Context: an optimization exercise on an open-source flow, tuned for small area. The choices shown serve that exercise and are no tape-out recipe. Where RTL was checked, it was by simulation tests only, not by an equivalence proof against the original.

v6:
// udp_rx
module udp_rx #(
    parameter       BOARD_MAC   =   48'h00_11_22_33_44_55       ,
    parameter       BOARD_IP    =   {8'd192,8'd168,8'd1,8'd10}  ,
    parameter       BOARD_PORT  =   16'd1234
)(
    input                           clk                         ,
    input                           rst_n                       ,
    input                           gmii_rx_dv                  ,
    input           [7 : 0]         gmii_rxd                    ,
    input           [31 : 0]        crc_out                     ,
    output  reg     [7 : 0]         crc_data                    ,
    output  reg                     crc_en                      ,
    output  reg                     crc_clr                     ,
    output  reg     [1 : 0]         eth_rx_type                 ,
    output  reg                     rx_done                     ,
    output  reg     [ 7 : 0]        iudp_rx_data                ,
    output  reg                     iudp_rx_data_vld            ,
    output  reg     [15 : 0]        iudp_data_length            ,
    output  reg     [31 : 0]        data_checksum               ,
    output  reg     [7 : 0]         icmp_rx_type                ,
    output  reg     [7 : 0]         icmp_rx_code                ,
    output  reg     [15 : 0]        icmp_rx_id                  ,
    output  reg     [15 : 0]        icmp_rx_seq                 ,
    output  reg     [47 : 0]        src_mac                     ,
    output  reg     [31 : 0]        src_ip                      ,
    output  reg                     arp_rx_type
);
    localparam [2:0] IDLE      = 3'd0;
    localparam [2:0] ETH_HEAD  = 3'd1;
    localparam [2:0] IP_HEAD   = 3'd2;
    localparam [2:0] IUDP_HEAD = 3'd3;
  ...
Settings: LEC_CHECK=0, CAP_MARGIN=0, CORE_MARGIN=2, CORE_UTILIZATION=65, PLACE_DENSITY=0.75, SLEW_MARGIN=0; clock period 8.0 ns.
standard.sh (not shown) runs the stock make flow with config.mk's settings and CLKGATE_MAP_FILE= SYNTH_SCRIPT=/design/flow/synth_recipe.tcl, a recipe that flattens the netlist after the stock synthesis.
==> flow/flow/run.sh <==
#!/bin/bash
# Standard ORFS synthesis, then an area-oriented ABC re-mapping of the
# combinational logic (registers untouched; several random seeds, smallest
# kept), then the standard layout with small port buffers and a leaner
# clock tree.
set -euo pipefail
HERE=$(pwd)
R=$HERE/orfs/results/sky130hd/udp_rx/base
LIB=$FLOW_HOME/platforms/sky130hd/lib/sky130_fd_sc_hd__tt_025C_1v80.lib
YOSYS=$(command -v yosys || echo $FLOW_HOME/../tools/install/yosys/bin/yosys)
SEEDS="0 1 2 3 4 5 6 7"

bash standard.sh synth > standard_synth.log 2>&1

cp $R/1_2_yosys.v $HERE/std_1_2_yosys.v
FFS=$(grep -o 'sky130_fd_sc_hd__[a-z0-9_]*' $R/1_2_yosys.v | sort -u | grep -E '__(df|edf|sdf|dl|conb)' | tr '\n' ' ')
for s in $SEEDS; do
  sed "s/@SEED@/$s/" flow/abc_remap.script > abc_remap_$s.script
  cat > remap_$s.ys <<EOY
read_liberty -ignore_miss_func -ignore_miss_data_latch $LIB
blackbox $FFS
read_verilog $HERE/std_1_2_yosys.v
hierarchy -top $FLOW_TOP
flatten
opt_clean -purge
abc -dont_use sky130_fd_sc_hd__probe_p_8 -dont_use sky130_fd_sc_hd__probec_p_8 -dont_use sky130_fd_sc_hd__lpflow_* -liberty $LIB -script $HERE/abc_remap_$s.script
opt_clean -purge
setundef -zero
hilomap -singleton -hicell sky130_fd_sc_hd__conb_1 HI -locell sky130_fd_sc_hd__conb_1 LO
splitnets
opt_clean -purge
rename -enumerate -pattern remap_n% w:*:* w:*/*
rename -enumerate -pattern remap_c% c:*:* c:*/*
rename -enumerate -pattern remap_w% w:*.*
tee -o remap_area_$s.txt stat -liberty $LIB
write_verilog -noattr -nohex -nodec $HERE/remap_$s.v
EOY
  ( $YOSYS -l remap_yosys_$s.log remap_$s.ys > /dev/null 2>&1 || true ) &
  while [[ $(jobs -r | wc -l) -ge 4 ]]; do sleep 1; done
done
wait
best=""; best_area=""
for s in $SEEDS; do
  a=$(grep 'Chip area' remap_area_$s.txt 2>/dev/null | awk '{print $NF}')
  [[ -n "$a" && -s remap_$s.v ]] || continue
  echo "seed $s area $a" >> remap_choice.log
  if [[ -z "$best" ]] || awk "BEGIN{exit !($a < $best_area)}"; then best=$s; best_area=$a; fi
done
if [[ -n "$best" ]]; then
  echo "chosen seed $best area $best_area" >> remap_choice.log
  cp remap_$best.v $R/1_2_yosys.v
  rm -f $R/1_synth.odb $R/1_synth.sdc
else
  echo "remap failed; keeping the standard netlist" >> remap_choice.log
fi

bash standard.sh \
  BUFFER_PORTS_ARGS="-buffer_cell sky130_fd_sc_hd__buf_1" \
  CTS_ARGS="-sink_clustering_enable -repair_clock_nets -dont_use_dummy_load -buf_list sky130_fd_sc_hd__clkbuf_8 -sink_clustering_size 16 -sink_clustering_max_diameter 100" \
  finish > standard.log 2>&1
Other scripts of this flow, unchanged in this note and not shown: flow/flow/abc_remap.script
For v33, these inputs were changed with respect to v6:
--- a/flow/design.v
+++ b/flow/design.v
@@ -204,19 +204,19 @@
                 arp_sh[71:68] <= rxd_r0[3:0];
         end
     end
     always @(posedge clk) begin
         if (!rst_n || st_end)
             arp_sh[31:0] <= 32'd0;
         else if (arp_shift)
             arp_sh[31:0] <= {arp_sh[23:0], rxd_r0};
         else if (st_data && add_cnt && eth_rx_type == 2'd2) begin
-            if (end_cnt && iudp_data_length[0])
+            if (iudp_rx_data_vld && iudp_data_length[0] && !cnt[0] && cnt[15:1] == iudp_data_length[15:1])
                 arp_sh[31:0] <= arp_sh[31:0] + {24'd0, rxd_r0};
             else if (cnt[0])
                 arp_sh[31:0] <= arp_sh[31:0] + {16'd0, rxd_r1, rxd_r0};
         end
     end
     always @(posedge clk) begin
         if (!rst_n) begin
             rx_done       <= 1'b0;
             src_mac       <= 48'd0;
Findings:
- v6 | status: complete | timing, DRC, antenna: pass
- v33 completed; timing, DRC and antenna clean
- Compared with v6, the detailed router inserted more vias in v33.
- v33 reports a higher final standard cell utilization of the core than v6 does.
- | global routing usage on met3 | v33 vs v6 | ≈ equal |
- Relative to v6, placed standard-cell area increased by 160 sq um in v33.
- [compare] base=v6 new=v33: routed wire length rose 5.3%, all-layer global routing usage saw an increase, final cell count +about 2.4%, longest individual stage delay on the worst path now smaller.
Function not checked in v33: the RTL went through the layout flow alone.

-- afterwards: timing with drivers on the ports --
Ports are ideal in the flow. The routed layouts listed here were re-timed in OpenROAD.
Step 1 assumes that a clkbuf_16 drives the clock port and a buf_2 every other input.
Step 2 moves the port delays by t, midway between the first and last clock arrival at a register: inputs arrive t later, outputs are due t later. That takes back most of the time a late clock gives input paths.
Slacks: ideal / step 1 / step 2; pairs: ideal / step 1.
run | t (ns) | setup slack, ns | slew at the worst register clock pin (ns)
v6 | 0.592 | 0.562 / 0.562 / 0.562 | 0.11 / 0.11
v33 | 0.599 | 0.504 / 0.504 / 0.504 | 0.11 / 0.11
After both steps every run listed still meets setup and hold.
